Source: an optimization exercise on an open RTL-to-GDS flow (aim: small area). Production flows keep margins and buffers that such runs may drop.
The RTL was checked by simulation tests, not by an equivalence proof against the original design.
In runs 4 to 9 the design's own scripts or RTL, not TritonCTS, make the clock network.
The clock port is modelled as an ideal driver, which makes a skipped or thinned clock tree look cheaper than it is; a real chip needs a root buffer or a tree.
No activity file was given, so power comes from the tool's default toggle rates.

==> design/flow/flow/remap.tcl <==
# Map the combinational logic of a synthesized netlist again, for area.
# The flip-flop instances are kept as they are (same cells, same names).
# env: LIB IN_V OUT_V ABC_SCRIPT
yosys read_liberty -ignore_miss_func $::env(LIB)
yosys read_verilog $::env(IN_V)
yosys hierarchy -top motor_driver_top
# registers stay cell instances; every other cell becomes plain logic
set seq {sky130_fd_sc_hd__df* sky130_fd_sc_hd__edf* sky130_fd_sc_hd__sdf* sky130_fd_sc_hd__sedf* sky130_fd_sc_hd__dl*}
yosys setattr -mod -set keep_hierarchy 1 {*}$seq
yosys flatten
yosys opt_clean -purge
# area.abc: ABC's default mapping followed by rounds of don't-care
# optimisation (mfs2) and area-recovering remapping
yosys abc -liberty $::env(LIB) -dont_use *lpflow* -dont_use *probe* -script $::env(ABC_SCRIPT)
yosys opt_clean -purge
yosys hilomap -singleton -hicell sky130_fd_sc_hd__conb_1 HI -locell sky130_fd_sc_hd__conb_1 LO
yosys insbuf -buf sky130_fd_sc_hd__buf_4 A X
yosys blackbox {*}$seq
yosys tee -o remap_stat.log stat -liberty $::env(LIB)
yosys write_verilog -noattr -noexpr -nohex -nodec -selected $::env(OUT_V)
==> design/flow/standard.sh <==
#!/bin/bash
# synth_recipe.tcl (not shown) runs the flow's synth.tcl, then flattens the netlist and writes it again
# the make line also repeats each setting of config.mk as NAME=value (left out here)
make -C /OpenROAD-flow-scripts/flow DESIGN_CONFIG=/design/flow/config.mk WORK_HOME=/design/flow/orfs CLKGATE_MAP_FILE= SYNTH_SCRIPT=/design/flow/synth_recipe.tcl "${@:-finish}"
==> design/flow/flow/run.sh <==
#!/bin/bash
# ORFS layout of the standard synthesis, with three changes:
#  - after the standard synthesis, its combinational cells are mapped again
#    by ABC for area (remap.tcl); the registers, their cells and their names
#    are the standard synthesis's, untouched;
#  - port buffers are sky130_fd_sc_hd__buf_1 instead of the default cell;
#  - clock tree synthesis adds no dummy loads.
# Each tool's output goes to its own log file in this folder.
set -euo pipefail
ARGS=("BUFFER_PORTS_ARGS=-buffer_cell sky130_fd_sc_hd__buf_1"
      "CTS_ARGS=-sink_clustering_enable -repair_clock_nets -dont_use_dummy_load")
bash standard.sh "${ARGS[@]}" synth > standard_synth.log 2>&1
R=$PWD/orfs/results/$FLOW_PLATFORM/motor_driver_top/base
cp $R/1_2_yosys.v standard_netlist.v
LIB=$FLOW_HOME/platforms/$FLOW_PLATFORM/lib/sky130_fd_sc_hd__tt_025C_1v80.lib \
  IN_V=standard_netlist.v OUT_V=remapped_netlist.v ABC_SCRIPT=$PWD/flow/area.abc \
  yosys -c flow/remap.tcl > remap.log 2>&1
cp remapped_netlist.v $R/1_2_yosys.v
rm -f $R/1_synth.odb $R/1_synth.sdc
bash standard.sh "${ARGS[@]}" finish > standard_finish.log 2>&1
==> design/flow/config.mk <==
export PLATFORM = sky130hd
export DESIGN_NAME = motor_driver_top
export DESIGN_NICKNAME = motor_driver_top
export VERILOG_FILES = /design/flow/design.v
export SDC_FILE = /design/flow/constraint.sdc
export NUM_CORES = 4
export LEC_CHECK = 0
export CAP_MARGIN = 20
export CORE_MARGIN = 2
export CORE_UTILIZATION = 40
export SLEW_MARGIN = 20
==> design/flow/design.v <==
`timescale 1ns / 1ps
module motor_driver_top(
        input [7:0] SW,
        input clk,
        input rst,
        input [15:0] adc_data,
        output [7:0] LED,
        output [3:0] AN,
        output [6:0] SEG,
        output [3:0] IN
    );
    assign LED = SW;
    reg [19:0] cnt;
    always @(posedge clk)
        if (rst) cnt <= 0;
        else cnt <= cnt + 1'b1;
    reg [9:0] m;
    wire dec = (m[9:5] == 5'b11111) & m[3] & m[0];    
    wire s2  = (m[9:5] == 5'b11111) & m[3] & m[1];    
    wire ovf = (&adc_data[15:6]) & (adc_data[5] | (adc_data[4] & |adc_data[3:0]));
    always @(posedge clk)
        if (rst | s2 | (dec & ovf)) m <= 0;
        else m <= m + 1'b1;
    reg busy;
    always @(posedge clk)
        if (rst) busy <= 0;
        else if (dec & ~ovf) busy <= 1;
        else if (m[7] & ~m[9]) busy <= 0;
    wire [1:0] k = m[6:5];
    wire [1:0] j = m[1:0];
    wire pass = ~m[4] & ~(k[1] & k[0]);
    wire mask = (k[0] & (m[3:0] == 4'd15)) | (k[1] & (m[3:1] == 3'd7));
    wire dw = m[4] & (m[3:2] == 2'b00) & ~(k[1] & k[0]);
    wire stash = dw & ~m[1];
    wire dab = busy & dw;
    reg [15:0] W;
    reg d1, d2, cy;
    wire in = pass & ~mask & W[0];
    wire s0 = in ^ d2 ^ cy;
    wire s1 = (in & d2) | (in & cy) | (d2 & cy);
    always @(posedge clk) begin
        W <= {pass ? s0 : (busy & W[0]), W[15:1]} | ({16{dec}} & {adc_data[14:0], adc_data[15]});
        d1 <= pass ? in : (stash & s0);
        d2 <= d1;
        cy <= s1;
    end
    reg dbit;
    always @(*)
        case ({k[1], j})
            3'b0_00: dbit = k[0] ? (d2 & cy) : (d1 & d2 & cy);
            3'b0_01: dbit = k[0] ? d1 : (d2 ^ cy);
            3'b0_10: dbit = k[0] ? W[13] : d2;
            3'b0_11: dbit = k[0] ? W[11] : W[12];
            3'b1_00: dbit = cy;
            3'b1_01: dbit = W[14];
            3'b1_10: dbit = W[12];
            default: dbit = W[10];
        endcase
    reg [3:0] YH, YT, YO;
    reg YS;
    function [2:0] mod5;
        input [3:0] n;
        begin
            mod5[2] = (n[2] & ~n[1] & ~n[0]) | (n[3] & n[0]);
            mod5[1] = (~n[2] & n[1]) | (n[2] & n[1] & n[0]) | (n[3] & ~n[0]);
            mod5[0] = (~n[3] & ~n[2] & n[0]) | (n[2] & n[1] & ~n[0]) | (n[3] & ~n[0]);
        end
    endfunction
    function ge5;
        input [3:0] n;
        ge5 = n[3] | (n[2] & (n[1] | n[0]));
    endfunction
    always @(posedge clk)
        if (rst | s2) begin
            YH <= 0; YT <= 0; YO <= 0; YS <= 0;
        end else if (dab) begin
            YS <= YS | ge5(YH);
            YH <= {mod5(YH), ge5(YT)};
            YT <= {mod5(YT), ge5(YO)};
            YO <= {mod5(YO), dbit};
        end
    reg [3:0] VH, VT, VO;
    reg VG;
    always @(posedge clk)
        if (rst) begin
            VH <= 0; VT <= 0; VO <= 0; VG <= 0;
        end else if (dec & ovf) begin
            VH <= 0; VT <= 4'd9; VO <= 4'd6; VG <= 1;     
        end else if (s2) begin
            VH <= YH; VT <= YT; VO <= YO; VG <= YS | (YH[3] & YH[0]);    
        end
    reg flag;
    always @(posedge clk)
        if (rst) flag <= 0;
        else flag <= VG;
    wire [1:0] sel = cnt[19:18];
    wire [3:0] dig = sel[1] ? (sel[0] ? VO : VT) : VH;
    reg [6:0] seg;
    always @(*)
        case (dig)
            4'd0: seg = 7'b1000000;
            4'd1: seg = 7'b1111001;
            4'd2: seg = 7'b0100100;
            4'd3: seg = 7'b0110000;
            4'd4: seg = 7'b0011001;
            4'd5: seg = 7'b0010010;
            4'd6: seg = 7'b0000010;
            4'd7: seg = 7'b1111000;
            default: seg = dig[0] ? 7'b0011000 : 7'b0000000;
        endcase
    assign SEG = (sel == 2'd0) ? {1'b0, SW[7], 3'b011, 1'b1, SW[7]} : seg;
    assign AN = ~(4'b1000 >> sel);
    wire [16:0] t = cnt[16:0];
    reg p;
    always @(*)
        case (SW[6:0])
            7'b0000001: p = t < 17'd39321;
            7'b0000010: p = t < 17'd52428;
            7'b0000100: p = t < 17'd65536;
            7'b0001000: p = t < 17'd78643;
            7'b0010000: p = t < 17'd91750;
            7'b0100000: p = t < 17'd104858;
            7'b1000000: p = t < 17'd117965;
            default: p = 1'b0;
        endcase
    reg inA, inB;
    always @(posedge clk)
        if (rst) begin
            inA <= 0; inB <= 0;
        end else begin
            inA <= p & SW[7] & ~flag;
            inB <= p & ~SW[7] & ~flag;
        end
    assign IN = {inA, inB, inB, inA};
endmodule
==> design/flow/flow/area.abc <==
strash
&get -n
&fraig -x
&put
scorr
dc2
strash
&get -n
&dch -f
&nf -R 1000
&put
mfs2
strash
&get -n
&dch -f
&nf -R 1000
&put
mfs2
strash
&get -n
&dch -f
&nf -R 1000
&put
mfs2
strash
&get -n
&dch -f
&nf -R 1000
&put
mfs2
strash
&get -n
&dch -f
&nf -R 1000
&put
mfs2
strash
&get -n
&dch -f
&nf -R 1000
&put
mfs2
strash
&get -n
&dch -f
&nf -R 1000
&put
mfs2
strash
&get -n
&dch -f
&nf -R 1000
&put
mfs2
strash
&get -n
&dch -f
&nf -R 1000
&put
==> design/flow/constraint.sdc <==
create_clock -name core_clock -period 100.0 [get_ports {clk}]
set_input_delay 20.0000 -clock core_clock [delete_from_list [all_inputs] [get_ports {clk}]]
set_output_delay 20.0000 -clock core_clock [all_outputs]
set_load 0.01 [all_outputs]
==> flow_summary.toml, run 1 <==
[critical_path]
cp-end-kind = "output port"
crit_fanout = 4
worstSetupPathType = "in2out"
cp.arrival_ps = 20470
critical_path_required_ps = 80000
critPathLaunchType = "input pin"

[cts]
cts_resized = 0
ctsLongestPathBuffers = 2
root_buffer = "clkbuf_8"
htreeDepth = 3
clk-insertion-delay-late_ps = 350
hold_buffers = 0
cts.sinks = 79
numCtsBuffers = 9
cts_tree = "built"
path_clk_slew_ps = 60
post_cts_buffers = 0

[finish]
final_nets = 502
areaGrowthSynthToFinish_pct = 10.5
multi_input_area_um2 = 1740
ff_latch_area_um2 = 1580
antenna-diode-count = 0
drive_gt1_share_pct = 2.32
design_area_um2 = 3800
finalNonFillerCells = 579
fillerInstances = 839

[floorplan]
rows = 33
core_um2 = 8300
dieArea_um2 = 9360
initial_core_util_pct = 41.5
dieWidth_um = 96.8
die_h_um = 96.8
ios = 49

[timing]
worst_pin_slew_ps = 843
period_share_pct = 40.5
rsz0062_at_grt = "false"
finalMaxSlewViolations = 0
clock.fmax_ghz = 0.0247
clock_skew_ps = 28.7
setup_violations = 0
hold_slack_ps = 374
hold_viol_final = 0
min_period_ps = 40470
slew_headroom_pct = 43.8
setup_tns_ps = 0

[job]
cap_violations = 0

[pwr]
power.density_nw_per_um2 = 13.6
vdd_ir_drop_max_uv = 7.02
leakagePower_nw = 1.40

[global_route]
grt_pass1_vias = 2856
use_met1_pct = 21.4
grtUsageMet3_pct = 3.76
overflow = 0
globalRouteMet2Util_pct = 25.4
top_usage_layer = "met2"
antenna_found_initial = 0
grt_max_degree = 31
grtUsageTotal_pct = 16.1
grt_pass1_wl_mm = 12.8

[detailed_routing]
drtPass1Iterations = 4
via_count = 3135
totalWireLength_mm = 7.35
drt_iter0_drc = 134
post_drt_wl_per_cell_um = 12.7
drtAntennaViolNets = 0
drcViolationCount = 0
vias_per_cell = 5.41

[placement]
placed_cells = 570
io_buffers = 48
place.detailed.hpwl_mm = 5.27
placed_area_um2 = 3680
gp_congestion = 0.881

[synth]
synth_cells = 427
avgSynthCellArea_um2 = 8.06
synth_nets = 453
synth_area_um2 = 3440
yosys_warnings = 1

[min_path]
min_path_type = "reg2reg"

[status]
status = "no timing/DRC/antenna violations"
==> placed cells by master, fill, tap and decap left out, types with 2 or more instances in the layout <==
cell / count
nor4_1: 2
a21oi_1: 36
nor2b_1: 8
xor2_1: 2
nand3_1: 14
or4_1: 2
a222oi_1: 2
o21ai_0: 18
clkinv_1: 7
and2_0: 7
o21bai_1: 3
o22ai_1: 3
o311a_1: 3
or3_1: 2
xnor2_1: 2
o211ai_1: 3
and3_1: 11
dfxtp_1: 79
a311o_1: 2
buf_1: 48
a21o_1: 15
a211oi_1: 6
nand2_1: 49
buf_4: 2
nand4_1: 7
nor2_1: 65
clkbuf_8: 9
nor3_1: 36
a2111oi_0: 2
nand2b_1: 7
a31oi_1: 10
==> worst max-delay path: stages <==
cell,delay [ps]
buf_1,140
nand2_1,80
o21ai_0,80
buf_1,170
==> final timing paths <==
kind | cells past startpoint | slack [ps] | startpoint | to
hold reg to reg | 0 | 370 | d1 | d2
setup / recovery | 4 | 59530 | SW[7] | SEG[0]
hold / removal | 0 | 370 | d1 | d2
setup reg to reg | 10 | 97300 | cnt[1] | cnt[19]
==> through the flow <==
stage | setup slack (ps) | power (mW) | utilization (%)
after floorplan | 59820 | 0.0338 | -
after global placement | 59540 | 0.0347 | 44.3
after detailed placement | 59520 | 0.0347 | 44.3
after CTS | 59520 | 0.0527 | 45.8
after global routing | 59390 | 0.0540 | 45.8
final | 59530 | 0.0518 | 45.8
==> power breakdown <==
| part | total, mW | leakage (nW) | internal, mW | switching [mW] |
|---|---|---|---|---|
| registers | 0.0319 | 0.642 | 0.0316 | 0.000268 |
| clock network | 0.0178 | 0.0647 | 0.00804 | 0.00976 |
| logic | 0.00211 | 0.697 | 0.000754 | 0.00135 |
==> metal layers <==
layer,up-vias,routed length (um)
met1,1419,3870
met3,6,293
met4,0,79
li1,1639,-
met2,71,3110
met5,-,0
==> flip-flops by register name, indices dropped and copies added, names as in the netlist, 3 cells and up, named ones only <==
name	count
cnt	20
W	16
m	10
VH	4
VO	4
VT	4
YH	3
YO	3
YT	3
==> final cells by class <==
class | instances | area share, %
Tap cell | 105 | 3.46
Inverter | 7 | 0.691
Multi-Input combinational cell | 329 | 45.9
Clock buffer | 9 | 3.26
Sequential cell | 79 | 41.6
Timing Repair Buffer | 50 | 5.13
==> run 2, diff against run 1 <==
--- a/design/flow/flow/run.sh
+++ b/design/flow/flow/run.sh
@@ -13,7 +13,7 @@
 R=$PWD/orfs/results/$FLOW_PLATFORM/motor_driver_top/base
 cp $R/1_2_yosys.v standard_netlist.v
 LIB=$FLOW_HOME/platforms/$FLOW_PLATFORM/lib/sky130_fd_sc_hd__tt_025C_1v80.lib \
-  IN_V=standard_netlist.v OUT_V=remapped_netlist.v ABC_SCRIPT=$PWD/flow/area.abc \
+  IN_V=standard_netlist.v OUT_V=remapped_netlist.v \
   yosys -c flow/remap.tcl > remap.log 2>&1
 cp remapped_netlist.v $R/1_2_yosys.v
 rm -f $R/1_synth.odb $R/1_synth.sdc
==> design/flow/flow/remap.tcl (replaced) <==
# Map the combinational logic of a synthesized netlist again, for area.
# The flip-flop instances are kept as they are (same cells, same names).
# env: LIB IN_V OUT_V
yosys read_liberty -ignore_miss_func $::env(LIB)
yosys read_verilog $::env(IN_V)
yosys hierarchy -top motor_driver_top
# registers stay cell instances; every other cell becomes plain logic
set seq {sky130_fd_sc_hd__df* sky130_fd_sc_hd__edf* sky130_fd_sc_hd__sdf* sky130_fd_sc_hd__sedf* sky130_fd_sc_hd__dl*}
yosys setattr -mod -set keep_hierarchy 1 {*}$seq
yosys flatten
yosys opt_clean -purge
yosys abc -liberty $::env(LIB) -dont_use *lpflow* -dont_use *probe* -D 100000
yosys opt_clean -purge
yosys hilomap -singleton -hicell sky130_fd_sc_hd__conb_1 HI -locell sky130_fd_sc_hd__conb_1 LO
yosys insbuf -buf sky130_fd_sc_hd__buf_4 A X
yosys blackbox {*}$seq
yosys tee -o remap_stat.log stat -liberty $::env(LIB)
yosys write_verilog -noattr -noexpr -nohex -nodec -selected $::env(OUT_V)
removed: design/flow/flow/area.abc
==> run 2 against run 1 <==
Still clean on timing, DRC and antenna. Area after synthesis rose by 2.9%. Sequential power barely moved. Clock skew rose by 4.1 ps. Sequential share of layout area fell by 1.0 points. Register-to-register slack improved by 130 ps. Largest power group unchanged.
==> flow_summary.toml, run 2 <==
[critical_path]
cp_slowest_cell = "buf_1"
critical_path_required_ps = 80000
cp_common_cell = "buf_1"
cp_cell_sequence = "buf_1 > nand2_1 > o21ai_0 > buf_1"
cp-end-kind = "output port"
r2r_cells = 6
critPathLaunchType = "input pin"
rr_startpoint = "m[5]"
rr_endpoint = "m[4]"
worstSetupPathType = "in2out"
regToRegSetupSlack_ps = 97430
crit_fanout = 4
crit_path_max_incr_delay_ps = 170
cp.arrival_ps = 20480

[global_route]
antenna_found_initial = 0
grtUsageTotal_pct = 16.5
grt_pass1_vias = 2952
grt_max_degree = 32
overflow = 0
grt_pass1_wl_mm = 13.3

[floorplan]
ios = 49
dieArea_um2 = 9620
dieWidth_um = 98.1
rows = 34
initial_core_util_pct = 41.0
core_um2 = 8640
die_h_um = 98.1

[detailed_routing]
drtPass1Iterations = 4
via_count = 3201
totalWireLength_mm = 7.71
vias_per_cell = 5.53
post_drt_wl_per_cell_um = 13.3
drcViolationCount = 0
drt_iter0_drc = 173
drtAntennaViolNets = 0

[min_path]
holdPathStages = 0
min_path_type = "reg2reg"
hold_end = "d2"
min_from = "d1"

[timing]
fin_ws_ps = 59520
slew_headroom_pct = 53.7
setup_violations = 0
min_period_ps = 40480
setup_tns_ps = 0
clock_skew_ps = 32.8
hold_viol_final = 0
clock.fmax_ghz = 0.0247
finalMaxSlewViolations = 0
rsz0062_at_grt = "false"
worst_pin_slew_ps = 693
period_share_pct = 40.5

[cts]
hold_buffers = 0
cts_resized = 0
post_cts_buffers = 0
cts.sinks = 79
path_clk_slew_ps = 60
numCtsBuffers = 9
clk-insertion-delay-late_ps = 350
htreeDepth = 3
ctsLongestPathBuffers = 2
cts_tree = "built"
root_buffer = "clkbuf_8"

[job]
cap_violations = 0

[finish]
areaGrowthSynthToFinish_pct = 10.1
regMostFlops = "cnt"
drive_gt1_share_pct = 2.12
final_cell_mix = "dfxtp_1, nor2_1, buf_1, a21oi_1, nand2_1"
antenna-diode-count = 0
fillerInstances = 888
final_nets = 499
final_common_cell = "dfxtp_1"
top_regs = "cnt x20, W x16, m x10"
largest_reg_flops = 20

[synth]
synth_area_um2 = 3540
yosys_warnings = 1
synth_cells = 425
synth_nets = 451
avgSynthCellArea_um2 = 8.33

[pwr]
vdd_ir_drop_max_uv = 5.61
leakagePower_nw = 1.52
power.density_nw_per_um2 = 13.3

[placement]
place.detailed.hpwl_mm = 5.57
pre_cts_slack_ps = 59510
io_buffers = 48
gp_congestion = 0.949

[status]
status = "no timing/DRC/antenna violations"
==> run 2: power by group <==
| group | internal [mW] | switching [mW] |
|---|---|---|
| clock | 0.00803 | 0.00965 |
| sequential | 0.0316 | 0.000401 |
| combinational | 0.000805 | 0.00133 |
==> run 2: stage by stage <==
stage | total power [mW] | instance area, um2 | util, % | hold WS, ps | cells
2_1_floorplan | 0.0339 | 3540 | - | 345 | 425
3_3_place_gp | 0.0348 | 3770 | 43.7 | 363 | 570
3_5_place_dp | 0.0349 | 3770 | 43.7 | 368 | 570
4_1_cts | 0.0526 | 3900 | 45.1 | 389 | 579
5_1_grt | 0.0541 | 3900 | 45.1 | 405 | 579
6_report | 0.0519 | 3900 | 45.1 | 391 | 579
==> run 2: worst max-delay path by stage <==
stage | slack [ps] | start | to | cells after the start
finish | 59520 | SW[7] | SEG[0] | 4
floorplan | 59820 | SW[7] | SEG[0] | 2
detailed placement | 59510 | SW[7] | SEG[0] | 4
global route | 59410 | SW[7] | SEG[0] | 4
global placement | 59550 | SW[7] | SEG[5] | 4
CTS | 59510 | SW[7] | SEG[0] | 4
==> run 2: area by class of cell <==
type	count	area (um2)	share of cell area [%]
clock buffer	9	124	3.18
inverter	12	45.0	1.16
multi-input combinational	322	1820	46.8
sequential	79	1580	40.6
tap	108	135	3.47
timing repair buffer	49	188	4.82
==> run 2: per-layer routing <==
layer	global-route usage [%]	vias up	wire length (um)
li1	-	1658	-
met1	22.2	1471	3790
met2	26.0	62	3450
met3	3.58	10	339
met4	6.30	0	123
met5	0	-	0
==> run 2: critical path: cells and delay by family <==
kind            cells  cell delay, ps
compound gates      1              90
simple gates        1              80
buf+inv             2             300
==> run 3, diff against run 2 <==
--- a/design/flow/design.v
+++ b/design/flow/design.v
@@ -10,10 +10,23 @@
         output [3:0] IN
     );
     assign LED = SW;
-    reg [19:0] cnt;
+    reg [13:0] r;       
+    reg [3:0] q;        
+    reg [2:0] hi;       
+    wire long = q[2] & ~(q[1] ^ q[0]);                             
+    wire wrap = (r[13:1] == 13'b1100110011001) & (r[0] == long);   
     always @(posedge clk)
-        if (rst) cnt <= 0;
-        else cnt <= cnt + 1'b1;
+        if (rst) begin
+            r <= 0; q <= 0; hi <= 0;
+        end else if (wrap) begin
+            r <= 0;
+            if (q[3] & q[0]) begin           
+                q <= 0;
+                hi <= hi + 1'b1;
+            end else
+                q <= q + 1'b1;
+        end else
+            r <= r + 1'b1;
     reg [9:0] m;
     wire dec = (m[9:5] == 5'b11111) & m[3] & m[0];    
     wire s2  = (m[9:5] == 5'b11111) & m[3] & m[1];    
@@ -93,7 +106,7 @@
     always @(posedge clk)
         if (rst) flag <= 0;
         else flag <= VG;
-    wire [1:0] sel = cnt[19:18];
+    wire [1:0] sel = hi[2:1];
     wire [3:0] dig = sel[1] ? (sel[0] ? VO : VT) : VH;
     reg [6:0] seg;
     always @(*)
@@ -110,17 +123,16 @@
         endcase
     assign SEG = (sel == 2'd0) ? {1'b0, SW[7], 3'b011, 1'b1, SW[7]} : seg;
     assign AN = ~(4'b1000 >> sel);
-    wire [16:0] t = cnt[16:0];
     reg p;
     always @(*)
         case (SW[6:0])
-            7'b0000001: p = t < 17'd39321;
-            7'b0000010: p = t < 17'd52428;
-            7'b0000100: p = t < 17'd65536;
-            7'b0001000: p = t < 17'd78643;
-            7'b0010000: p = t < 17'd91750;
-            7'b0100000: p = t < 17'd104858;
-            7'b1000000: p = t < 17'd117965;
+            7'b0000001: p = q < 4'd3;
+            7'b0000010: p = q < 4'd4;
+            7'b0000100: p = q < 4'd5;
+            7'b0001000: p = q < 4'd6;
+            7'b0010000: p = q < 4'd7;
+            7'b0100000: p = q < 4'd8;
+            7'b1000000: p = q < 4'd9;
             default: p = 1'b0;
         endcase
     reg inA, inB;
--- a/design/flow/flow/run.sh
+++ b/design/flow/flow/run.sh
@@ -13,7 +13,7 @@
 R=$PWD/orfs/results/$FLOW_PLATFORM/motor_driver_top/base
 cp $R/1_2_yosys.v standard_netlist.v
 LIB=$FLOW_HOME/platforms/$FLOW_PLATFORM/lib/sky130_fd_sc_hd__tt_025C_1v80.lib \
-  IN_V=standard_netlist.v OUT_V=remapped_netlist.v \
+  IN_V=standard_netlist.v OUT_V=remapped_netlist.v ABC_SCRIPT=$PWD/flow/area.abc \
   yosys -c flow/remap.tcl > remap.log 2>&1
 cp remapped_netlist.v $R/1_2_yosys.v
 rm -f $R/1_synth.odb $R/1_synth.sdc
==> design/flow/flow/area.abc (new file) <==
strash
&get -n
&fraig -x
&put
scorr
dc2
strash
&get -n
&dch -f
&nf -R 1000
&put
mfs2
strash
&get -n
&dch -f
&nf -R 1000
&put
mfs2
strash
&get -n
&dch -f
&nf -R 1000
&put
mfs2
strash
&get -n
&dch -f
&nf -R 1000
&put
mfs2
strash
&get -n
&dch -f
&nf -R 1000
&put
mfs2
strash
&get -n
&dch -f
&nf -R 1000
&put
mfs2
strash
&get -n
&dch -f
&nf -R 1000
&put
mfs2
strash
&get -n
&dch -f
&nf -R 1000
&put
mfs2
strash
&get -n
&dch -f
&nf -R 1000
&put
--- a/design/flow/flow/remap.tcl
+++ b/design/flow/flow/remap.tcl
@@ -1,6 +1,6 @@
 # Map the combinational logic of a synthesized netlist again, for area.
 # The flip-flop instances are kept as they are (same cells, same names).
-# env: LIB IN_V OUT_V
+# env: LIB IN_V OUT_V ABC_SCRIPT
 yosys read_liberty -ignore_miss_func $::env(LIB)
 yosys read_verilog $::env(IN_V)
 yosys hierarchy -top motor_driver_top
@@ -9,7 +9,9 @@
 yosys setattr -mod -set keep_hierarchy 1 {*}$seq
 yosys flatten
 yosys opt_clean -purge
-yosys abc -liberty $::env(LIB) -dont_use *lpflow* -dont_use *probe* -D 100000
+# area.abc: ABC's default mapping followed by rounds of don't-care
+# optimisation (mfs2) and area-recovering remapping
+yosys abc -liberty $::env(LIB) -dont_use *lpflow* -dont_use *probe* -script $::env(ABC_SCRIPT)
 yosys opt_clean -purge
 yosys hilomap -singleton -hicell sky130_fd_sc_hd__conb_1 HI -locell sky130_fd_sc_hd__conb_1 LO
 yosys insbuf -buf sky130_fd_sc_hd__buf_4 A X
==> run 3 against run 2 <==
Sequential cell count up 1. Sequential power up 6%. Clock power hardly changed. Total power grew 5.4%. Clock skew is 10 ps lower. Largest cell class unchanged.
==> flow_summary.toml, run 3 <==
[status]
status = "no timing/DRC/antenna violations"

[detailed_routing]
vias_per_cell = 5.32
totalWireLength_mm = 6.95
drtPass1Iterations = 4
drtAntennaViolNets = 0
post_drt_wl_per_cell_um = 12.9
drcViolationCount = 0
via_count = 2862
drt_iter0_drc = 126

[critical_path]
cp_cell_sequence = "buf_1 > nand2_1 > o21ai_0 > buf_1"
rr_endpoint = "VH[1]"
path_buf_inv = 2
cpLargestDelayFamily = "buffers and inverters"
cp-endpoint = "SEG[5]"
crit_path_start = "SW[7]"
cp_slowest_cell = "buf_1"
critical_path_required_ps = 80000
cp_common_cell = "buf_1"
crit_cells = 4
rr_startpoint = "m[5]"
regToRegSetupSlack_ps = 97580
cp.arrival_ps = 20470
critPathLaunchType = "input pin"
worstSetupPathType = "in2out"
crit_path_max_incr_delay_ps = 170
r2r_cells = 5
cp-end-kind = "output port"
crit_fanout = 5

[timing]
slew_headroom_pct = 43.2
min_period_ps = 40470
clock_skew_ps = 22.3
worst_pin_slew_ps = 852
hold_viol_final = 0
finalMaxSlewViolations = 0
period_share_pct = 40.5
clock.fmax_ghz = 0.0247
hold_slack_ps = 361
rsz0062_at_grt = "false"
setup_violations = 0
setup_tns_ps = 0

[cts]
cts_tree = "built"
post_cts_buffers = 0
htreeDepth = 3
clk-insertion-delay-late_ps = 360
path_clk_slew_ps = 80
root_buffer = "clkbuf_8"
cts_resized = 0
ctsLongestPathBuffers = 2
cts.sinks = 80
hold_buffers = 0
numCtsBuffers = 9

[global_route]
antenna_found_initial = 0
grt_pass1_wl_mm = 11.5
overflow = 0
grt_max_degree = 20
grt_pass1_vias = 2501
grtUsageTotal_pct = 16.2

[floorplan]
dieWidth_um = 95.3
die_h_um = 95.3
ios = 49
core_um2 = 8130
dieArea_um2 = 9090
initial_core_util_pct = 41.0
rows = 33

[finish]
antenna-diode-count = 0
postLayoutCoreUtil_pct = 45.3
final_cell_mix = "dfxtp_1, buf_1, nor2_1, a21oi_1, nand2_1"
regMostFlops = "W"
final_common_cell = "dfxtp_1"
fillerInstances = 813
areaGrowthSynthToFinish_pct = 10.3
ff_latch_area_um2 = 1600
drive_gt1_share_pct = 2.08
final_nets = 461
largest_reg_flops = 16
top_regs = "W x16, r x14, m x10"
multi_input_area_um2 = 1610

[min_path]
min_from = "d1"
min_path_type = "reg2reg"

[synth]
avgSynthCellArea_um2 = 8.60
synth_nets = 414
yosys_warnings = 1
synth_area_um2 = 3340
synth_cells = 388

[placement]
io_buffers = 48
gp_congestion = 0.842
place.detailed.hpwl_mm = 5.00

[pwr]
leakagePower_nw = 1.34
vdd_ir_drop_max_uv = 8.22
power.density_nw_per_um2 = 14.8

[job]
cap_violations = 0
run 3: power breakdown:
part | switching [mW] | internal, mW | leakage, nW
registers | 0.000650 | 0.0331 | 0.651
clock network | 0.00996 | 0.00804 | 0.0647
logic | 0.00157 | 0.00131 | 0.621
run 3: stage by stage:
stage               area [um2]  total power [mW]  instances  worst slack [ps]
global route              3680            0.0573        538             59430
finish                    3680            0.0547        538             59530
detailed placement        3560            0.0374        529             59520
CTS                       3680            0.0555        538             59520
floorplan                 3340            0.0363        388             59810
global placement          3560            0.0373        529             59560
run 3: worst min-delay path by stage:
stage / cells after the start / slack (ps) / endpoint
2_1_floorplan: 0 / 350 / d2
3_3_place_gp: 0 / 370 / d2
3_5_place_dp: 0 / 380 / d2
4_1_cts: 0 / 360 / d2
5_1_grt: 0 / 360 / d2
6_report: 0 / 360 / d2
run 3: per-layer routing:
| metal | vias to the layer above | track usage (%) | part of all wire (%) |
|---|---|---|---|
| met5 | - | 0 | 0 |
| met4 | 0 | 5.80 | 1.5 |
| met3 | 12 | 4.82 | 3.7 |
| met2 | 38 | 26.1 | 46 |
| met1 | 1331 | 20.4 | 49 |
| li1 | 1481 | - | - |
run 3: layout make-up:
class	count	share of cell area [%]
timing repair buffer	48	4.89
clock buffer	9	3.36
multi-input combinational	286	43.7
sequential	80	43.5
inverter	10	1.02
tap	105	3.57
run 3: worst reg2reg max path, delay by kind of cell, from the launching register on:
kind          cells  cell delay (ps)
flops             1              530
simple gates      5             1730
==> run 4, diff against run 3 <==
==> design/flow/flow/run.sh (replaced) <==
#!/bin/bash
# ORFS layout of the standard synthesis, with these changes:
#  - after the standard synthesis, its combinational cells are mapped again
#    by ABC for area (remap.tcl, area.abc); the registers, their cells and
#    their names are the standard synthesis's, untouched;
#  - port buffers are sky130_fd_sc_hd__buf_1 instead of the default cell;
#  - the clock tree is a few large clock buffers, each driving a cluster of
#    registers (clkbuf.tcl), if the register clock pins' slew stays well
#    under the limit; otherwise ORFS's clock tree synthesis without dummy
#    loads.
# Each tool's output goes to its own log file in this folder.
set -euo pipefail
ARGS=("BUFFER_PORTS_ARGS=-buffer_cell sky130_fd_sc_hd__buf_1"
      "CTS_ARGS=-sink_clustering_enable -repair_clock_nets -dont_use_dummy_load")
bash standard.sh "${ARGS[@]}" synth > standard_synth.log 2>&1
R=$PWD/orfs/results/$FLOW_PLATFORM/motor_driver_top/base
PLAT=$FLOW_HOME/platforms/$FLOW_PLATFORM
cp $R/1_2_yosys.v standard_netlist.v
LIB=$PLAT/lib/sky130_fd_sc_hd__tt_025C_1v80.lib \
  IN_V=standard_netlist.v OUT_V=remapped_netlist.v ABC_SCRIPT=$PWD/flow/area.abc \
  yosys -c flow/remap.tcl > remap.log 2>&1
cp remapped_netlist.v $R/1_2_yosys.v
rm -f $R/1_synth.odb $R/1_synth.sdc
bash standard.sh "${ARGS[@]}" place > standard_place.log 2>&1
# clock buffers: the first configuration whose worst register clock-pin
# slew (placement parasitics) is at most 110 ps
done_cts=0
for cfg in "3 sky130_fd_sc_hd__clkbuf_16" "4 sky130_fd_sc_hd__clkbuf_16"; do
  set -- $cfg
  log=clkbuf_${1}.log
  PLAT=$PLAT IN_ODB=$R/3_place.odb IN_SDC=$R/3_place.sdc \
    OUT_ODB=$PWD/clkbuf_try.odb OUT_SDC=$PWD/clkbuf_try.sdc \
    CLKBUF_CELL=$2 CLKBUF_K=$1 CLKROOT_CELL=sky130_fd_sc_hd__clkbuf_4 \
    openroad -no_init -exit flow/clkbuf.tcl > $log 2>&1 || continue
  worst=$(sed -n '/CLOCK PIN SLEWS/,$p' $log | grep '/CLK ^' | awk '{print $3; print $5}' | cut -d: -f1 | sort -g | tail -1)
  echo "$cfg: worst clock pin slew $worst" >> clkbuf_choice.log
  if [[ -n "$worst" ]] && awk -v w="$worst" 'BEGIN { exit !(w <= 0.110) }'; then
    cp clkbuf_try.odb $R/4_1_cts.odb
    cp $R/4_1_cts.odb $R/4_cts.odb
    cp clkbuf_try.sdc $R/4_cts.sdc
    done_cts=1
    echo "chosen: $cfg" >> clkbuf_choice.log
    break
  fi
done
[[ $done_cts == 1 ]] || echo "chosen: ORFS clock tree synthesis" >> clkbuf_choice.log
bash standard.sh "${ARGS[@]}" finish > standard_finish.log 2>&1
==> design/flow/flow/clkbuf.tcl (new file) <==
# Replace clock tree synthesis by K clock buffers, each driving one
# cluster of registers (k-means on their placement) and placed at its
# centre; the clock port drives the K buffers directly (with more than four,
# through one root buffer).  Prints every register clock pin's slew so that
# run.sh can check it.
# env: PLAT IN_ODB IN_SDC OUT_ODB OUT_SDC CLKBUF_CELL CLKBUF_K CLKROOT_CELL
read_lef $::env(PLAT)/lef/sky130_fd_sc_hd.tlef
read_lef $::env(PLAT)/lef/sky130_fd_sc_hd_merged.lef
read_liberty $::env(PLAT)/lib/sky130_fd_sc_hd__tt_025C_1v80.lib
read_db $::env(IN_ODB)
read_sdc $::env(IN_SDC)
source $::env(PLAT)/setRC.tcl
set block [ord::get_db_block]
set db [ord::get_db]
set clknet [$block findNet clk]
set master [$db findMaster $::env(CLKBUF_CELL)]
set K $::env(CLKBUF_K)
set sinks {}
foreach iterm [$clknet getITerms] {
  set loc [[$iterm getInst] getLocation]
  lappend sinks [list $iterm [lindex $loc 0] [lindex $loc 1]]
}
set n [llength $sinks]
# k-means on sink locations, started from sinks sorted along x then y
set sorted [lsort -integer -index 1 $sinks]
set cx {}; set cy {}
for {set k 0} {$k < $K} {incr k} {
  set s [lindex $sorted [expr {int(($k + 0.5) * $n / $K)}]]
  lappend cx [lindex $s 1]; lappend cy [lindex $s 2]
}
for {set it 0} {$it < 50} {incr it} {
  set asg {}
  foreach s $sinks {
    set best 0; set bd 1e30
    for {set k 0} {$k < $K} {incr k} {
      set d [expr {abs([lindex $s 1] - [lindex $cx $k]) + abs([lindex $s 2] - [lindex $cy $k])}]
      if {$d < $bd} { set bd $d; set best $k }
    }
    lappend asg $best
  }
  set nx {}; set ny {}
  for {set k 0} {$k < $K} {incr k} {
    set sx 0; set sy 0; set c 0
    foreach s $sinks a $asg {
      if {$a == $k} { set sx [expr {$sx + [lindex $s 1]}]; set sy [expr {$sy + [lindex $s 2]}]; incr c }
    }
    if {$c > 0} { lappend nx [expr {$sx / $c}]; lappend ny [expr {$sy / $c}] } else { lappend nx [lindex $cx $k]; lappend ny [lindex $cy $k] }
  }
  set cx $nx; set cy $ny
}
set drv $clknet
if {$K > 4} {
  set root [odb::dbInst_create $block [$db findMaster $::env(CLKROOT_CELL)] clkbuf_root]
  set drv [odb::dbNet_create $block clknet_root]
  $drv setSigType CLOCK
  [$root findITerm A] connect $clknet
  [$root findITerm X] connect $drv
  set rx 0; set ry 0
  for {set k 0} {$k < $K} {incr k} { set rx [expr {$rx + [lindex $cx $k]}]; set ry [expr {$ry + [lindex $cy $k]}] }
  $root setLocation [expr {$rx / $K}] [expr {$ry / $K}]
  $root setPlacementStatus PLACED
}
for {set k 0} {$k < $K} {incr k} {
  set inst [odb::dbInst_create $block $master clkbuf_$k]
  set net [odb::dbNet_create $block clknet_$k]
  $net setSigType CLOCK
  set c 0
  foreach s $sinks a $asg {
    if {$a == $k} { set it [lindex $s 0]; $it disconnect; $it connect $net; incr c }
  }
  puts "clock buffer $k: $c sinks"
  [$inst findITerm A] connect $drv
  [$inst findITerm X] connect $net
  $inst setLocation [lindex $cx $k] [lindex $cy $k]
  $inst setPlacementStatus PLACED
}
detailed_placement
check_placement
set_propagated_clock [all_clocks]
estimate_parasitics -placement
report_clock_skew
puts "CLOCK PIN SLEWS"
foreach p [get_pins -hierarchical */CLK] { report_slews -digits 4 $p }
write_db $::env(OUT_ODB)
write_sdc $::env(OUT_SDC)
==> run 4 against run 3 <==
Highest routed layer unchanged. Setup slack about the same. Sequential cell count unchanged. Critical path type unchanged. Still clean. Critical endpoint unchanged. Largest cell class unchanged. Combinational power about the same.
==> flow_summary.toml, run 4 <==
[finish]
largest_reg_flops = 16
regMostFlops = "W"
design_area_um2 = 3660
drive_gt1_share_pct = 0.935
final_cell_mix = "dfxtp_1, buf_1, nor2_1, a21oi_1, nand2_1"
areaGrowthSynthToFinish_pct = 9.64
top_regs = "W x16, r x14, m x10"
antenna-diode-count = 0
final_common_cell = "dfxtp_1"
final_nets = 456
finalNonFillerCells = 533

[min_path]
min_path_type = "reg2reg"

[status]
status = "no timing/DRC/antenna violations"

[critical_path]
cp_common_cell = "buf_1"
worstSetupPathType = "in2out"
cp-end-kind = "output port"
cpLargestDelayFamily = "buffers and inverters"
cp.arrival_ps = 20470
path_buf_inv = 2
crit_fanout = 5
cp_cell_sequence = "buf_1 > nand2_1 > o21ai_0 > buf_1"
crit_path_max_incr_delay_ps = 170
critical_path_required_ps = 80000
critPathLaunchType = "input pin"
cp_slowest_cell = "buf_1"

[floorplan]
ios = 49
die_h_um = 95.3
initial_core_util_pct = 41.0
rows = 33
dieWidth_um = 95.3
core_um2 = 8130
dieArea_um2 = 9090

[detailed_routing]
via_count = 2835
drtAntennaViolNets = 0
drtPass1Iterations = 5
drt_iter0_drc = 144
vias_per_cell = 5.32
post_drt_wl_per_cell_um = 12.8
drcViolationCount = 0
totalWireLength_mm = 6.83

[global_route]
antenna_found_initial = 0
grt_max_degree = 26
overflow = 0
grtUsageTotal_pct = 14.6
grt_pass1_wl_mm = 11.2
grt_pass1_vias = 2467

[timing]
clock_skew_ps = 19.2
fin_ws_ps = 59530
setup_violations = 0
min_period_ps = 40470
period_share_pct = 40.5
rsz0062_at_grt = "false"
slew_headroom_pct = 43.0
worst_pin_slew_ps = 855
clock.fmax_ghz = 0.0247
finalMaxSlewViolations = 0
hold_viol_final = 0
setup_tns_ps = 0

[pwr]
power.density_nw_per_um2 = 14.1
finalPower_mw = 0.0517
vdd_ir_drop_max_uv = 11.4
leakagePower_nw = 1.32

[synth]
synth_area_um2 = 3340
synth_cells = 388
yosys_warnings = 1
avgSynthCellArea_um2 = 8.60
synth_nets = 414

[placement]
placed_area_um2 = 3560
io_buffers = 48
gp_congestion = 0.842
place.detailed.hpwl_mm = 5.00
pre_cts_slack_ps = 59520
placed_cells = 529

[job]
cap_violations = 0

[cts]
clk-insertion-delay-late_ps = 160
path_clk_slew_ps = 90
run 4: routing by layer:
layer	up-vias	global-route usage, %	wire (um)
met3	3	1.26	220
met1	1320	20.4	3400
met5	-	0	0
met2	40	25.1	3150
li1	1472	-	-
met4	0	1.81	63
run 4: path summary, 6_finish.rpt:
| kind | from | end | cells past startpoint | slack (ps) |
|---|---|---|---|---|
| setup / recovery | SW[7] | SEG[5] | 4 | 59530 |
| setup reg to reg | m[5] | VH[1] | 5 | 97600 |
| hold / removal | d1 | d2 | 0 | 390 |
| hold reg to reg | d1 | d2 | 0 | 390 |
run 4: final cells by class:
| class | instances | area (um2) |
|---|---|---|
| Buffer | 4 | 100 |
| Timing Repair Buffer | 48 | 180 |
| Fill cell | 807 | 4480 |
| Tap cell | 105 | 131 |
| Multi-Input combinational cell | 286 | 1610 |
| Inverter | 10 | 37.5 |
| Sequential cell | 80 | 1600 |
run 4: report_power, final:
part / switching (mW) / internal [mW] / total, mW / leakage (nW)
logic: 0.00158 / 0.00131 / 0.00289 / 0.621
registers: 0.000650 / 0.0331 / 0.0338 / 0.651
clock network: 0.00782 / 0.00726 / 0.0151 / 0.0493
total: 0.0100 / 0.0417 / 0.0517 / 1.32
run 4: per-stage QoR:
| step | util (%) | hold WS (ps) |
|---|---|---|
| detailed placement | 43.7 | 376 |
| floorplan | - | 351 |
| finish | 45.0 | 387 |
| global placement | 43.7 | 369 |
| global route | 45.0 | 396 |
==> run 5, diff against run 4 <==
--- a/design/flow/design.v
+++ b/design/flow/design.v
@@ -10,23 +10,23 @@
         output [3:0] IN
     );
     assign LED = SW;
-    reg [13:0] r;       
+    reg [13:0] r;
     reg [3:0] q;        
     reg [2:0] hi;       
-    wire long = q[2] & ~(q[1] ^ q[0]);                             
-    wire wrap = (r[13:1] == 13'b1100110011001) & (r[0] == long);   
+    wire wrap = (r == 14'b10101101110101);                    
+    wire long_next = ~q[3] & q[1] & (q[2] ^ q[0]);            
     always @(posedge clk)
         if (rst) begin
             r <= 0; q <= 0; hi <= 0;
         end else if (wrap) begin
-            r <= 0;
-            if (q[3] & q[0]) begin           
+            r <= {long_next, 13'd0};                          
+            if (q[3] & q[0]) begin                            
                 q <= 0;
                 hi <= hi + 1'b1;
             end else
                 q <= q + 1'b1;
         end else
-            r <= r + 1'b1;
+            r <= {r[12:0], ~(r[13] ^ r[12] ^ r[11] ^ r[1])};
     reg [9:0] m;
     wire dec = (m[9:5] == 5'b11111) & m[3] & m[0];    
     wire s2  = (m[9:5] == 5'b11111) & m[3] & m[1];    
==> run 5 against run 4 <==
Critical path depth is the same. First-iteration DRC count shrank 37%. Sequential cell count did not move. Register-to-register slack lost 30 ps. Still clean. Synthesized cell count fell by 5.9%. Highest routed layer unchanged. Area after synthesis shrank 3.1%. Total power down 3.0%. Die area down 3.0%. Via count fell by 5.4%. Critical endpoint unchanged. Worst hold slack got worse by 12 ps. Maximum frequency hardly changed.
==> flow_summary.toml, run 5 <==
[timing]
hold_slack_ps = 376
slew_headroom_pct = 60.9
fin_ws_ps = 59530
rsz0062_at_grt = "false"
setup_tns_ps = 0
worst_pin_slew_ps = 587
period_share_pct = 40.5
min_period_ps = 40470
finalMaxSlewViolations = 0
clock_skew_ps = 16.1
setup_violations = 0
hold_viol_final = 0
clock.fmax_ghz = 0.0247

[synth]
synth_nets = 391
synth_cells = 365
avgSynthCellArea_um2 = 8.86
synth_area_um2 = 3230
yosys_warnings = 1

[finish]
drive_gt1_share_pct = 1.23
largest_reg_flops = 16
final_nets = 434
top_regs = "W x16, r x14, m x10"
antenna-diode-count = 0
areaGrowthSynthToFinish_pct = 10.1
regMostFlops = "W"
final_common_cell = "dfxtp_1"
final_cell_mix = "dfxtp_1, buf_1, nor2_1, a21oi_1, nand2_1"

[placement]
pre_cts_slack_ps = 59530
place.detailed.hpwl_mm = 4.83
io_buffers = 48
gp_congestion = 0.757

[global_route]
grt_pass1_vias = 2490
antenna_found_initial = 0
grtUsageMet3_pct = 1.04
use_met1_pct = 20.6
grtUsageTotal_pct = 14.8
grt_max_degree = 25
grt_pass1_wl_mm = 11.2
overflow = 0
globalRouteMet2Util_pct = 26.4
top_usage_layer = "met2"

[critical_path]
worstSetupPathType = "in2out"
cp_slowest_cell = "buf_1"
cp_cell_sequence = "buf_1 > nand2_1 > o21ai_0 > buf_1"
critical_path_required_ps = 80000
critPathLaunchType = "input pin"
crit_path_max_incr_delay_ps = 170
crit_path_start = "SW[7]"
cp_common_cell = "buf_1"
rr_endpoint = "VO[0]"
crit_fanout = 4
r2r_cells = 5
cp.arrival_ps = 20470
cp-endpoint = "SEG[5]"
cp-end-kind = "output port"
regToRegSetupSlack_ps = 97570
rr_startpoint = "m[5]"

[floorplan]
initial_core_util_pct = 41.6
dieArea_um2 = 8820
rows = 32
ios = 49
die_h_um = 93.9
core_um2 = 7770
dieWidth_um = 93.9

[detailed_routing]
vias_per_cell = 5.28
totalWireLength_mm = 6.59
drcViolationCount = 0
drt_iter0_drc = 91
via_count = 2683
post_drt_wl_per_cell_um = 13.0
drtPass1Iterations = 4
drtAntennaViolNets = 0

[status]
status = "no timing/DRC/antenna violations"

[pwr]
finalPower_mw = 0.0502
power.density_nw_per_um2 = 14.1
leakagePower_nw = 1.30
vdd_ir_drop_max_uv = 9.35

[job]
cap_violations = 0

[cts]
clk-insertion-delay-late_ps = 150
path_clk_slew_ps = 80

[min_path]
min_path_type = "reg2reg"
-- run 5: final cells by class --
type,instances,area [um2]
Tap cell,102,128
Sequential cell,80,1600
Buffer,4,100
Fill cell,787,4210
Inverter,4,15.0
Timing Repair Buffer,49,188
Multi-Input combinational cell,269,1530
-- run 5: layer usage --
layer | share of wire, % | routed length [um]
met3 | 3.8 | 252
met5 | 0 | 0
met4 | 0.99 | 65
met2 | 45 | 2960
met1 | 50 | 3310
-- run 5: metrics by stage --
| step | cells | utilization [%] | instance area [um2] |
|---|---|---|---|
| floorplan | 365 | - | 3230 |
| global placement | 504 | 44.5 | 3460 |
| detailed placement | 504 | 44.5 | 3460 |
| global route | 508 | 45.8 | 3560 |
| finish | 508 | 45.8 | 3560 |
-- run 5: how the worst min path moves through the flow --
stage	start	end	slack (ps)	depth (start not counted)
after global placement	d1	d2	360	0
after floorplan	d1	d2	350	0
after global routing	d1	d2	390	0
after detailed placement	d1	d2	370	0
final	d1	d2	380	0
-- run 5: worst max-delay path: cells and delay by family --
family | cells | cell delay, ps
buf+inv | 2 | 310
simple gates | 1 | 80
compound gates | 1 | 80
-- run 5: power by group --
group	internal [mW]	switching [mW]	total, mW
Clock	0.00726	0.00769	0.0149
Sequential	0.0325	0.000393	0.0329
Combinational	0.000955	0.00138	0.00234
==> run 6, diff against run 5 <==
--- a/design/flow/flow/run.sh
+++ b/design/flow/flow/run.sh
@@ -25,7 +25,7 @@
 # clock buffers: the first configuration whose worst register clock-pin
 # slew (placement parasitics) is at most 110 ps
 done_cts=0
-for cfg in "3 sky130_fd_sc_hd__clkbuf_16" "4 sky130_fd_sc_hd__clkbuf_16"; do
+for cfg in "4 sky130_fd_sc_hd__clkbuf_8" "3 sky130_fd_sc_hd__clkbuf_16" "4 sky130_fd_sc_hd__clkbuf_16"; do
   set -- $cfg
   log=clkbuf_${1}.log
   PLAT=$PLAT IN_ODB=$R/3_place.odb IN_SDC=$R/3_place.sdc \
--- a/design/flow/config.mk
+++ b/design/flow/config.mk
@@ -7,5 +7,5 @@
 export LEC_CHECK = 0
 export CAP_MARGIN = 20
 export CORE_MARGIN = 2
-export CORE_UTILIZATION = 40
+export CORE_UTILIZATION = 70
 export SLEW_MARGIN = 20
==> run 6 against run 5 <==
Worst hold slack better by 1.6 ps. Clock skew down 2.6 ps. Sequential share of layout area up 1.1 points. Synthesized cell count unchanged. Largest cell class unchanged. Cell area down 2.5%. Sequential cell count unchanged. Cell count down 10%. Critical path depth unchanged. Area after synthesis unchanged. Register-to-register slack better by 80 ps.
==> flow_summary.toml, run 6 <==
[status]
status = "no timing/DRC/antenna violations"

[placement]
placed_cells = 454
io_buffers = 48
gp_congestion = 0.780
pre_cts_slack_ps = 59510
placed_area_um2 = 3400
place.detailed.hpwl_mm = 4.57

[finish]
regMostFlops = "W"
finalNonFillerCells = 457
final_nets = 433
final_common_cell = "dfxtp_1"
areaGrowthSynthToFinish_pct = 7.35
design_area_um2 = 3470
top_regs = "W x16, r x14, m x10"
drive_gt1_share_pct = 0.988
final_cell_mix = "dfxtp_1, buf_1, nor2_1, a21oi_1, nand2_1"
antenna-diode-count = 0
largest_reg_flops = 16

[timing]
worst_pin_slew_ps = 591
hold_viol_final = 0
finalMaxSlewViolations = 0
setup_violations = 0
clock.fmax_ghz = 0.0247
setup_tns_ps = 0
fin_ws_ps = 59530
period_share_pct = 40.5
rsz0062_at_grt = "false"
slew_headroom_pct = 60.6
min_period_ps = 40470
clock_skew_ps = 13.5

[global_route]
grt_pass1_wl_mm = 10.7
antenna_found_initial = 0
grt_pass1_vias = 2417
grtUsageTotal_pct = 24.5
overflow = 0
grt_max_degree = 29

[cts]
clk-insertion-delay-late_ps = 160
path_clk_slew_ps = 100

[job]
cap_violations = 0

[synth]
yosys_warnings = 1
synth_nets = 391
avgSynthCellArea_um2 = 8.86
synth_cells = 365
synth_area_um2 = 3230

[floorplan]
ios = 49
dieArea_um2 = 5180
die_h_um = 72.0
dieWidth_um = 72.0
initial_core_util_pct = 73.2
core_um2 = 4410
rows = 24

[pwr]
power.switching_mw = 0.00914
leakagePower_nw = 1.29
sw_frac_of_total_pct = 19.0
internal_power_mw = 0.0390
combPwrFrac_pct = 4.9
power.density_nw_per_um2 = 13.9
clockPowerShare_pct = 26.8
vdd_ir_drop_max_uv = 16.4
seq_power_share_pct = 68.3

[critical_path]
critical_path_required_ps = 80000
cp-end-kind = "output port"
cp.arrival_ps = 20470
crit_fanout = 4
worstSetupPathType = "in2out"
rr_startpoint = "m[5]"
critPathLaunchType = "input pin"
crit_path_start = "SW[7]"

[detailed_routing]
drt_iter0_drc = 155
via_count = 2722
wl_met3_um = 364
vias_per_cell = 5.96
totalWireLength_mm = 6.10
drtPass1Iterations = 4
drcViolationCount = 0
wl_met1_mm = 2.90
met2_length_mm = 2.82
top_layer = "met4"
drtAntennaViolNets = 0
post_drt_wl_per_cell_um = 13.4

[min_path]
min_from = "d1"
min_path_type = "reg2reg"
## run 6: changes by cell type in the layout (fill, tap and decap cells not counted)
cell / before / now
clkbuf_16: 4 / 3
## run 6: final timing paths
path / endpoint / slack (ps) / depth (start not counted)
max reg2reg: VO[0] / 97650 / 5
min: d2 / 380 / 0
max: SEG[5] / 59530 / 4
min reg2reg: d2 / 380 / 0
## run 6: area by class of cell
type                    count  area, um2
well taps                  52       65.1
repair buffers             49        188
inverters                   4       15.0
fillers                   328        943
multi-input cells         269       1530
flip-flops and latches     80       1600
plain buffers               3       75.1
## run 6: power groups by stage
| stage | registers, mW | logic, mW | clock network, mW |
|---|---|---|---|
| final | 0.0329 | 0.00234 | 0.0129 |
| after global routing | 0.0330 | 0.00267 | 0.0143 |
| after detailed placement | 0.0336 | 0.00234 | 0 |
| after global placement | 0.0336 | 0.00226 | 0 |
| after floorplan | 0.0335 | 0.00150 | 0 |
## run 6: worst max-delay path, stage by stage
cell and delay [ps]:
buf_1 140, nand2_1 90, o21ai_0 80, buf_1 160
## run 6: per-stage QoR
stage          utilization, %  total power [mW]  hold WS (ps)
5_1_grt                  78.6            0.0499           381
3_3_place_gp             76.9            0.0359           355
6_report                 78.6            0.0481           377
2_1_floorplan               -            0.0350           346
3_5_place_dp             76.9            0.0360           367
## run 6: layer usage
layer | GRT usage, % | vias up
met5 | 0 | -
met4 | 2.73 | 0
met3 | 1.67 | 4
met2 | 41.9 | 91
met1 | 35.7 | 1234
li1 | - | 1393
==> run 7, diff against run 6 <==
--- a/design/flow/config.mk
+++ b/design/flow/config.mk
@@ -7,5 +7,5 @@
 export LEC_CHECK = 0
 export CAP_MARGIN = 20
 export CORE_MARGIN = 2
-export CORE_UTILIZATION = 70
+export CORE_UTILIZATION = 55
 export SLEW_MARGIN = 20
==> run 7 against run 6 <==
Still clean. Worst hold slack better by 3.3 ps. Routed wire length rose by 0.49%. Largest cell class unchanged. Cell count increased by 4.4%. Clock power increased by 4%. Area after synthesis did not move. Sequential power barely moved. Highest routed layer unchanged. Core utilization is 16 points lower. Die area up 26%. Sequential share of layout area is 0.33 points lower.
==> flow_summary.toml, run 7 <==
[synth]
synth_cells = 365
avgSynthCellArea_um2 = 8.86
synth_area_um2 = 3230
synth_nets = 391
yosys_warnings = 1

[global_route]
overflow = 0
grt_pass1_vias = 2426
antenna_found_initial = 0
grt_max_degree = 29
grt_pass1_wl_mm = 10.5
grtUsageTotal_pct = 19.3

[job]
cap_violations = 0

[detailed_routing]
totalWireLength_mm = 6.13
drtPass1Iterations = 4
via_count = 2675
drt_iter0_drc = 124
vias_per_cell = 5.61
drtAntennaViolNets = 0
post_drt_wl_per_cell_um = 12.9
drcViolationCount = 0

[finish]
finalNonFillerCells = 477
areaGrowthSynthToFinish_pct = 8.13
final_nets = 433
final_cell_mix = "dfxtp_1, buf_1, nor2_1, a21oi_1, nand2_1"
largest_reg_flops = 16
top_regs = "W x16, r x14, m x10"
drive_gt1_share_pct = 0.988
postLayoutCoreUtil_pct = 62.3
regMostFlops = "W"
final_common_cell = "dfxtp_1"
antenna-diode-count = 0

[min_path]
min_path_type = "reg2reg"

[floorplan]
rows = 27
core_um2 = 5610
die_h_um = 80.7
initial_core_util_pct = 57.7
ios = 49
dieWidth_um = 80.7
dieArea_um2 = 6510

[timing]
worst_pin_slew_ps = 584
period_share_pct = 40.5
hold_viol_final = 0
finalMaxSlewViolations = 0
min_period_ps = 40470
clock.fmax_ghz = 0.0247
slew_headroom_pct = 60.5
setup_violations = 0
clock_skew_ps = 6.94
setup_tns_ps = 0
fin_ws_ps = 59530
rsz0062_at_grt = "false"

[placement]
gp_congestion = 0.842
io_buffers = 48
pre_cts_slack_ps = 59530
placed_cells = 474
place.detailed.hpwl_mm = 4.60

[cts]
clk-insertion-delay-late_ps = 160
path_clk_slew_ps = 100

[critical_path]
worstSetupPathType = "in2out"
cp.arrival_ps = 20470
cp-end-kind = "output port"
critPathLaunchType = "input pin"
crit_fanout = 4
critical_path_required_ps = 80000

[pwr]
leakagePower_nw = 1.29
power.density_nw_per_um2 = 13.9
vdd_ir_drop_max_uv = 19.0

[status]
status = "no timing/DRC/antenna violations"
## run 7: area by class of cell
cell class | count | area [um2]
Fill cell | 517 | 2110
Inverter | 4 | 15.0
Timing Repair Buffer | 49 | 188
Multi-Input combinational cell | 269 | 1530
Tap cell | 72 | 90.1
Buffer | 3 | 75.1
Sequential cell | 80 | 1600
## run 7: worst paths after layout
| check | from | slack (ps) | endpoint | depth (start not counted) |
|---|---|---|---|---|
| worst max-delay path | SW[7] | 59530 | SEG[5] | 4 |
| worst min register to register | d1 | 380 | d2 | 0 |
| worst max register to register | m[5] | 97560 | YO[1] | 6 |
| worst min-delay path | d1 | 380 | d2 | 0 |
## run 7: where the power goes
group	internal, mW	total [mW]	switching, mW
clock network	0.00554	0.0134	0.00782
logic	0.000955	0.00233	0.00137
registers	0.0325	0.0329	0.000363
total	0.0390	0.0486	0.00956
## run 7: critical path, stage by stage
cell and delay (ps):
buf_1 140, nand2_1 80, o21ai_0 90, buf_1 170
## run 7: per-layer routing
| metal | GRT usage, % | vias to the layer above | part of all wire (%) |
|---|---|---|---|
| li1 | - | 1393 | - |
| met1 | 26.7 | 1221 | 50 |
| met2 | 33.4 | 54 | 44 |
| met3 | 1.24 | 7 | 3.8 |
| met4 | 3.56 | 0 | 1.7 |
| met5 | 0 | - | 0 |
## run 7: per-stage QoR
stage          instance area [um2]  hold WS [ps]  power (mW)
2_1_floorplan                 3230           346      0.0350
3_3_place_gp                  3420           360      0.0359
3_5_place_dp                  3420           370      0.0359
5_1_grt                       3500           382      0.0504
6_report                      3500           381      0.0486
==> run 8, diff against run 7 <==
--- a/design/flow/flow/run.sh
+++ b/design/flow/flow/run.sh
@@ -25,7 +25,7 @@
 # clock buffers: the first configuration whose worst register clock-pin
 # slew (placement parasitics) is at most 110 ps
 done_cts=0
-for cfg in "4 sky130_fd_sc_hd__clkbuf_8" "3 sky130_fd_sc_hd__clkbuf_16" "4 sky130_fd_sc_hd__clkbuf_16"; do
+for cfg in "3 sky130_fd_sc_hd__clkbuf_8" "2 sky130_fd_sc_hd__clkbuf_16" "4 sky130_fd_sc_hd__clkbuf_8" "3 sky130_fd_sc_hd__clkbuf_16" "4 sky130_fd_sc_hd__clkbuf_16"; do
   set -- $cfg
   log=clkbuf_${1}.log
   PLAT=$PLAT IN_ODB=$R/3_place.odb IN_SDC=$R/3_place.sdc \
--- a/design/flow/config.mk
+++ b/design/flow/config.mk
@@ -8,4 +8,5 @@
 export CAP_MARGIN = 20
 export CORE_MARGIN = 2
 export CORE_UTILIZATION = 55
+export PLACE_DENSITY = 0.8
 export SLEW_MARGIN = 20
==> run 8 against run 7 <==
Still clean on timing, DRC and antenna. Clock power is 3% lower. Clock skew is 16 ps higher. Global-route usage is 0.56 points lower. Worst hold slack worse by 4.8 ps. Sequential share of layout area stayed put. Sequential power hardly changed. Combinational power hardly changed. Via count is 0.37% lower. Maximum frequency hardly changed. Cell count stayed put. Critical endpoint unchanged. Largest cell class unchanged. Largest power group unchanged.
==> flow_summary.toml, run 8 <==
[status]
status = "no timing/DRC/antenna violations"

[synth]
yosys_warnings = 1
avgSynthCellArea_um2 = 8.86
synth_area_um2 = 3230
synth_nets = 391
synth_cells = 365

[detailed_routing]
drtPass1Iterations = 4
drcViolationCount = 0
via_count = 2665
vias_per_cell = 5.59
drtAntennaViolNets = 0
totalWireLength_mm = 6.11
drt_iter0_drc = 111
post_drt_wl_per_cell_um = 12.8

[global_route]
grtUsageTotal_pct = 18.7
grt_max_degree = 31
overflow = 0
grt_pass1_vias = 2392
grt_pass1_wl_mm = 10.2
antenna_found_initial = 0

[timing]
rsz0062_at_grt = "false"
setup_violations = 0
clock.fmax_ghz = 0.0247
hold_viol_final = 0
hold_slack_ps = 376
clock_skew_ps = 22.9
slew_headroom_pct = 62.3
period_share_pct = 40.5
worst_pin_slew_ps = 565
min_period_ps = 40460
finalMaxSlewViolations = 0
setup_tns_ps = 0

[critical_path]
cp.arrival_ps = 20460
critical_path_required_ps = 80000
critPathLaunchType = "input pin"
crit_fanout = 4
worstSetupPathType = "in2out"
cp-end-kind = "output port"

[finish]
regMostFlops = "W"
drive_gt1_share_pct = 0.988
final_common_cell = "dfxtp_1"
areaGrowthSynthToFinish_pct = 8.13
antenna-diode-count = 0
largest_reg_flops = 16
top_regs = "W x16, r x14, m x10"
final_nets = 433
fillerInstances = 498
final_cell_mix = "dfxtp_1, buf_1, nor2_1, a21oi_1, nand2_1"

[placement]
place.detailed.hpwl_mm = 4.52
io_buffers = 48
gp_congestion = 0.852

[min_path]
min_path_type = "reg2reg"

[pwr]
vdd_ir_drop_max_uv = 11.1
power.density_nw_per_um2 = 13.8
leakagePower_nw = 1.29

[floorplan]
dieWidth_um = 80.7
rows = 27
initial_core_util_pct = 57.7
ios = 49
core_um2 = 5610
dieArea_um2 = 6510
die_h_um = 80.7

[cts]
path_clk_slew_ps = 80
clk-insertion-delay-late_ps = 170

[job]
cap_violations = 0
==> run 8: worst max-delay path: stages <==
cell and delay, ps:
buf_1 130, nand2_1 80, o21ai_0 80, buf_1 160
==> run 8: final timing paths <==
kind / startpoint / endpoint / slack, ps / cells past startpoint
max: SW[7] / SEG[5] / 59540 / 4
min reg2reg: d1 / d2 / 380 / 0
min: d1 / d2 / 380 / 0
max reg2reg: m[6] / YO[1] / 97710 / 6
==> run 8: final cells by class <==
class | instances | area, um2 | share of cell area [%]
multi-input cells | 269 | 1530 | 43.7
repair buffers | 49 | 188 | 5.37
well taps | 72 | 90.1 | 2.58
plain buffers | 3 | 75.1 | 2.15
flip-flops and latches | 80 | 1600 | 45.8
inverters | 4 | 15.0 | 0.429
==> run 8: where the power goes <==
group | switching (mW) | total [mW] | internal [mW]
clock | 0.00752 | 0.0130 | 0.00552
combinational | 0.00140 | 0.00236 | 0.000958
sequential | 0.000354 | 0.0329 | 0.0325
==> run 8: stage by stage <==
stage	utilization (%)	worst slack, ps	instance area [um2]	total power, mW	std cells
floorplan	-	59810	3230	0.0350	365
global placement	61.0	59560	3420	0.0358	474
detailed placement	61.0	59530	3420	0.0360	474
global route	62.3	59460	3500	0.0500	477
finish	62.3	59540	3500	0.0483	477
==> run 8: routing by layer <==
layer	vias to the layer above	wire length, um	GRT usage [%]
li1	1384	-	-
met3	4	234	0.899
met2	60	2810	34.4
met1	1217	3010	25.4
met5	-	0	0
met4	0	48	1.36
==> run 9, diff against run 8 <==
--- a/design/flow/config.mk
+++ b/design/flow/config.mk
@@ -8,5 +8,4 @@
 export CAP_MARGIN = 20
 export CORE_MARGIN = 2
 export CORE_UTILIZATION = 55
-export PLACE_DENSITY = 0.8
 export SLEW_MARGIN = 20
==> run 9 against run 8 <==
Global-route usage is 0.56 points higher. Setup slack worse by 18 ps. Sequential cell count stayed put. Total power increased by 0.63%. Register-to-register slack worse by 150 ps. Worst hold slack better by 4.8 ps. Core utilization unchanged. Clock skew shrank 16 ps. Critical path type unchanged. Critical endpoint unchanged.
==> flow_summary.toml, run 9 <==
[timing]
period_share_pct = 40.5
setup_tns_ps = 0
hold_slack_ps = 381
min_period_ps = 40470
setup_violations = 0
hold_viol_final = 0
rsz0062_at_grt = "false"
fin_ws_ps = 59530
clock.fmax_ghz = 0.0247
slew_headroom_pct = 60.5
finalMaxSlewViolations = 0
clock_skew_ps = 6.94
worst_pin_slew_ps = 584

[pwr]
seq_power_share_pct = 67.7
internal_power_mw = 0.0390
vdd_ir_drop_max_uv = 19.0
sw_frac_of_total_pct = 19.7
clockPowerShare_pct = 27.5
power.density_nw_per_um2 = 13.9
power.switching_mw = 0.00956
leakagePower_nw = 1.29
combPwrFrac_pct = 4.8

[critical_path]
crit_fanout = 4
critical_path_required_ps = 80000
cp.arrival_ps = 20470
cp-end-kind = "output port"
worstSetupPathType = "in2out"
critPathLaunchType = "input pin"

[cts]
path_clk_slew_ps = 100
clk-insertion-delay-late_ps = 160

[synth]
avgSynthCellArea_um2 = 8.86
synth_cells = 365
synth_nets = 391
synth_area_um2 = 3230
yosys_warnings = 1

[floorplan]
core_um2 = 5610
dieWidth_um = 80.7
ios = 49
initial_core_util_pct = 57.7
dieArea_um2 = 6510
rows = 27
die_h_um = 80.7

[finish]
design_area_um2 = 3500
final_common_cell = "dfxtp_1"
drive_gt1_share_pct = 0.988
largest_reg_flops = 16
postLayoutCoreUtil_pct = 62.3
antenna-diode-count = 0
areaGrowthSynthToFinish_pct = 8.13
final_nets = 433
final_cell_mix = "dfxtp_1, buf_1, nor2_1, a21oi_1, nand2_1"
top_regs = "W x16, r x14, m x10"
regMostFlops = "W"

[detailed_routing]
drtAntennaViolNets = 0
post_drt_wl_per_cell_um = 12.9
drtPass1Iterations = 4
totalWireLength_mm = 6.13
via_count = 2675
drcViolationCount = 0
vias_per_cell = 5.61
drt_iter0_drc = 124

[placement]
gp_congestion = 0.842
place.detailed.hpwl_mm = 4.60
placed_area_um2 = 3420
io_buffers = 48
pre_cts_slack_ps = 59530

[global_route]
grt_pass1_wl_mm = 10.5
antenna_found_initial = 0
grt_max_degree = 29
overflow = 0
grt_pass1_vias = 2426
grtUsageTotal_pct = 19.3

[status]
status = "no timing/DRC/antenna violations"

[min_path]
min_path_type = "reg2reg"

[job]
cap_violations = 0
-- run 9: cell counts in the layout (fill, tap and decap cells not counted) --
No cell type changed its count.
-- run 9: final cells by class --
class | instances | area (um2)
Sequential cell | 80 | 1600
Inverter | 4 | 15.0
Buffer | 3 | 75.1
Multi-Input combinational cell | 269 | 1530
Fill cell | 517 | 2110
Tap cell | 72 | 90.1
Timing Repair Buffer | 49 | 188
-- run 9: worst paths after layout --
path                            start      to  slack (ps)  cells after the start
worst min-delay path               d1      d2         380                      0
worst max-delay path            SW[7]  SEG[5]       59530                      4
worst min register to register     d1      d2         380                      0
worst max register to register   m[5]   YO[1]       97560                      6
-- run 9: stage by stage --
stage,power [mW],cells
3_5_place_dp,0.0359,474
3_3_place_gp,0.0359,474
2_1_floorplan,0.0350,365
6_report,0.0486,477
5_1_grt,0.0504,477
-- run 9: worst max-delay path, cell delays in order --
cell and delay (ps):
buf_1 140, nand2_1 80, o21ai_0 90, buf_1 170
-- run 9: power groups by stage --
stage	clock network [mW]	logic, mW	registers (mW)
global placement	0	0.00230	0.0336
finish	0.0134	0.00233	0.0329
floorplan	0	0.00150	0.0335
global route	0.0148	0.00267	0.0330
detailed placement	0	0.00234	0.0336
-- run 9: layer usage --
metal	vias to the layer above	share of wire, %	global-route usage [%]
met4	0	1.7	3.56
met2	54	44	33.4
met5	-	0	0
met3	7	3.8	1.24
met1	1221	50	26.7
li1	1393	-	-

## static timing again, ports no longer ideal
The results above use ideal ports. As a check the final layouts listed here were re-extracted and re-timed, cells and wires unchanged.
Step 1, drivers: a clkbuf_16 drives clk and a buf_2 each remaining input, both assumed.
Step 2 times the ports against the registers' clock, not the clock port: input delays grow and output delays shrink by t, the midpoint of the rising clock arrivals with the driver on.
Slacks: ideal / step 1 / step 2; pairs: ideal / step 1.
run | shift t [ns] | slack for setup (ns)
run 1 | 0.365 | 59.534 / 59.512 / 59.512
run 2 | 0.365 | 59.523 / 59.499 / 59.499
run 3 | 0.379 | 59.528 / 59.506 / 59.506
run 4 | 0.222 | 59.528 / 59.506 / 59.506
run 5 | 0.220 | 59.527 / 59.505 / 59.505
run 6 | 0.210 | 59.530 / 59.507 / 59.507
run 7 | 0.222 | 59.527 / 59.504 / 59.504
run 8 | 0.214 | 59.545 / 59.524 / 59.524
run 9 | 0.222 | 59.527 / 59.504 / 59.504
After both steps every run listed still meets setup and hold.
